Source: an optimization exercise on an open RTL-to-GDS flow (aim: small area, a short achievable clock period and few clock cycles). Production flows keep margins and buffers that such runs may drop.
In this exercise RTL edits were held to simulation tests only and were not proved equivalent to the original.
Power figures rest on the tool's default switching activity, not on a simulated workload.

Design cpu_v, start of the top module:
module  cpu_v(wire_clock, wire_reset, bus_RAM_DATA_IN,bus_RAM_DATA_OUT,bus_RAM_ADDRESS,wire_RW, bus_keyboard, videoflag, bus_vga_pos, bus_vga_char,data_debug, led);
For scale: about 260 flip-flops, roughly 120 I/O pins, ~22000 um^2 of cells after synthesis.
clock: 32.0 ns
lec_check: 0
cap_margin: 20
core_margin: 2
core_utilization: 40
slew_margin: 20
buffer_ports_args: -buffer_cell sky130_fd_sc_hd__buf_4
setup_slack_margin: 22.5
standard.sh (not shown) runs the stock make flow with config.mk's settings and CLKGATE_MAP_FILE= SYNTH_SCRIPT=/design/flow/synth_recipe.tcl, a recipe that flattens the netlist after the stock synthesis.
==> flow/flow/run.sh <==
#!/bin/bash
# The standard layout, with two changes to how it is made:
#  - the port buffers are sky130_fd_sc_hd__buf_4 (buffer_ports picks a slow
#    delay cell by default);
#  - repair_timing aims for extra setup slack, to get a shorter achieved period.
# The constraints (constraint.sdc, the clock period) are the standard flow's, unchanged.
set -e
cat >> config.mk <<EOC
export BUFFER_PORTS_ARGS = -buffer_cell sky130_fd_sc_hd__buf_4
export SETUP_SLACK_MARGIN = 22.5
EOC
bash standard.sh > standard.log 2>&1
Testbench counts at the start, summed over its fixed seeds: cycles 120,680.
Rerun with:
--- a/flow/design.v
+++ b/flow/design.v
@@ -192,16 +192,16 @@
       end
       else ci = IR[0] & FR[11];
    end
    wire [16:0] S    = addpp(A, B, ci);
    wire        zS   = (S[15:0] == 16'h0000);
    wire        lt   = ~S[16];
    wire [15:0] shres;
-   alu_v shifter(.x(X), .n({1'b0, IR[3:0]}),
-                 .mode(IR[6:5]), .y(shres));
+   alu_v shifter(.x(X), .n(isDM ? (5'd17 - L) : {1'b0, IR[3:0]}),
+                 .mode(isDM ? 2'b01 : IR[6:5]), .y(shres));
    wire        movf  = (it & (ov | T[15])) | S[16];
    wire        dge   = S[16];
    wire [15:0] drem  = dge ? {S[14:0], xb ^ Y[0]} : {T[14:0], xb};
    wire [15:0] dquo  = {Q[14:0], dge};
    reg [15:0] cg, ce;
    reg [7:0]  cg1, ce1;
    reg [3:0]  cg2, ce2;
@@ -238,20 +238,21 @@
       else if (isSUB) res = lt ? 16'h0000 : S[15:0];
       else if (isAND) res = X & Y;
       else if (isOR)  res = X | Y;
       else if (isXOR) res = X ^ Y;
       else if (isNOT) res = ~X;
       else if (isSH)  res = shres;
       else if (isMD)  res = mdres;
+      else if (isIN)  res = {8'h00, kb};
       else if (isMOV & (IR[1:0] == 2'b01)) res = SP;
       else res = Y;
    end
    wire zres = (res == 16'h0000);
    wire ldw  = isLOADN | isLOAD | isLOADI | isPOP;    
-   wire [15:0] wd = ldw ? din : (isIN ? {8'h00, kb} : res);
+   wire [15:0] wd = ldw ? din : res;
    wire simple  = ~isMEM & ~isMD & ~sub1;
    wire fetch   = ~ex | simple | (isMD & md_done);
    wire memlast = isLOADN | isLOADI | isSTOREI | isPUSH | isPOP | isRTS | isJMP |
                   ((isLOAD | isSTORE | isCALL) & ph);
    wire we = ex & ((isADD | (isSUB & ~sub1) | isINC | isLOG | isSH | isIN) |
                    (isMOV & (IR[1:0] != 2'b11)) |
                    isLOADN | (isLOAD & ph) | isLOADI | (isPOP & ~IR[6]) |
@@ -356,30 +357,16 @@
                else if (isMUL) begin
                   T <= S[15:0];
                   ov <= movf;
                   cnt <= mcnt - 4'd1;
                end
                else if (!it) begin
                   Q <= 16'h0000;
-                  if (Y[15]) begin
-                     T <= {1'b0, X[15:1]};
-                     cnt <= 4'd0;
-                  end
-                  else if (|Y[14:12]) begin
-                     T <= {4'h0, X[15:4]};
-                     cnt <= 4'd3;
-                  end
-                  else if (|Y[11:8]) begin
-                     T <= {8'h00, X[15:8]};
-                     cnt <= 4'd7;
-                  end
-                  else begin
-                     T <= 16'h0000;
-                     cnt <= 4'd15;
-                  end
+                  T <= shres;
+                  cnt <= 4'd0 - L[3:0];
                end
                else begin
                   cnt <= cnt - 4'd1;
                   T <= drem;
                   Q <= dquo;
                end
             end
The new run ran to the end with no violations. Final cell count grows by a few percent. First-iteration DRC count came out lower slightly. Routed wire length increases slightly. Clock-buffer cell count went down by 7. Power went up by a few percent. Global-route usage goes down by 2.1 points. Worst setup slack improved by 97 ps. Final area went up by a few percent.
Testbench counts after the change, summed over its fixed seeds: cycles 119,612.

## what the ideal ports hide
No port has a modelled driver above. Below, the same layouts with a new extraction and two added sets of constraints.
Step 1 (the two cells are an assumption about what drives the block):
set clk [get_ports {wire_clock}]
set_driving_cell -lib_cell sky130_fd_sc_hd__clkbuf_16 $clk
set_driving_cell -lib_cell sky130_fd_sc_hd__buf_2 [delete_from_list [all_inputs] $clk]
Step 2 also shifts input and output timing later by t, the mid clock arrival at the registers, as if the neighbouring blocks saw the same clock.
Slacks: no drivers / after step 1 / after step 2; pairs: no drivers / after step 1.
| run | t (ns) | setup WS [ns] | latest minus earliest clock arrival (ns) | cell pins on the clock port's net |
|---|---|---|---|---|
| the first run | 0.675 | 22.485 / 22.418 / 22.487 | 0.017 / 0.017 | 1 |
| the second run | 0.674 | 22.582 / 22.518 / 22.987 | 0.073 / 0.073 | 1 |
After both steps setup and hold are still met in every run listed.
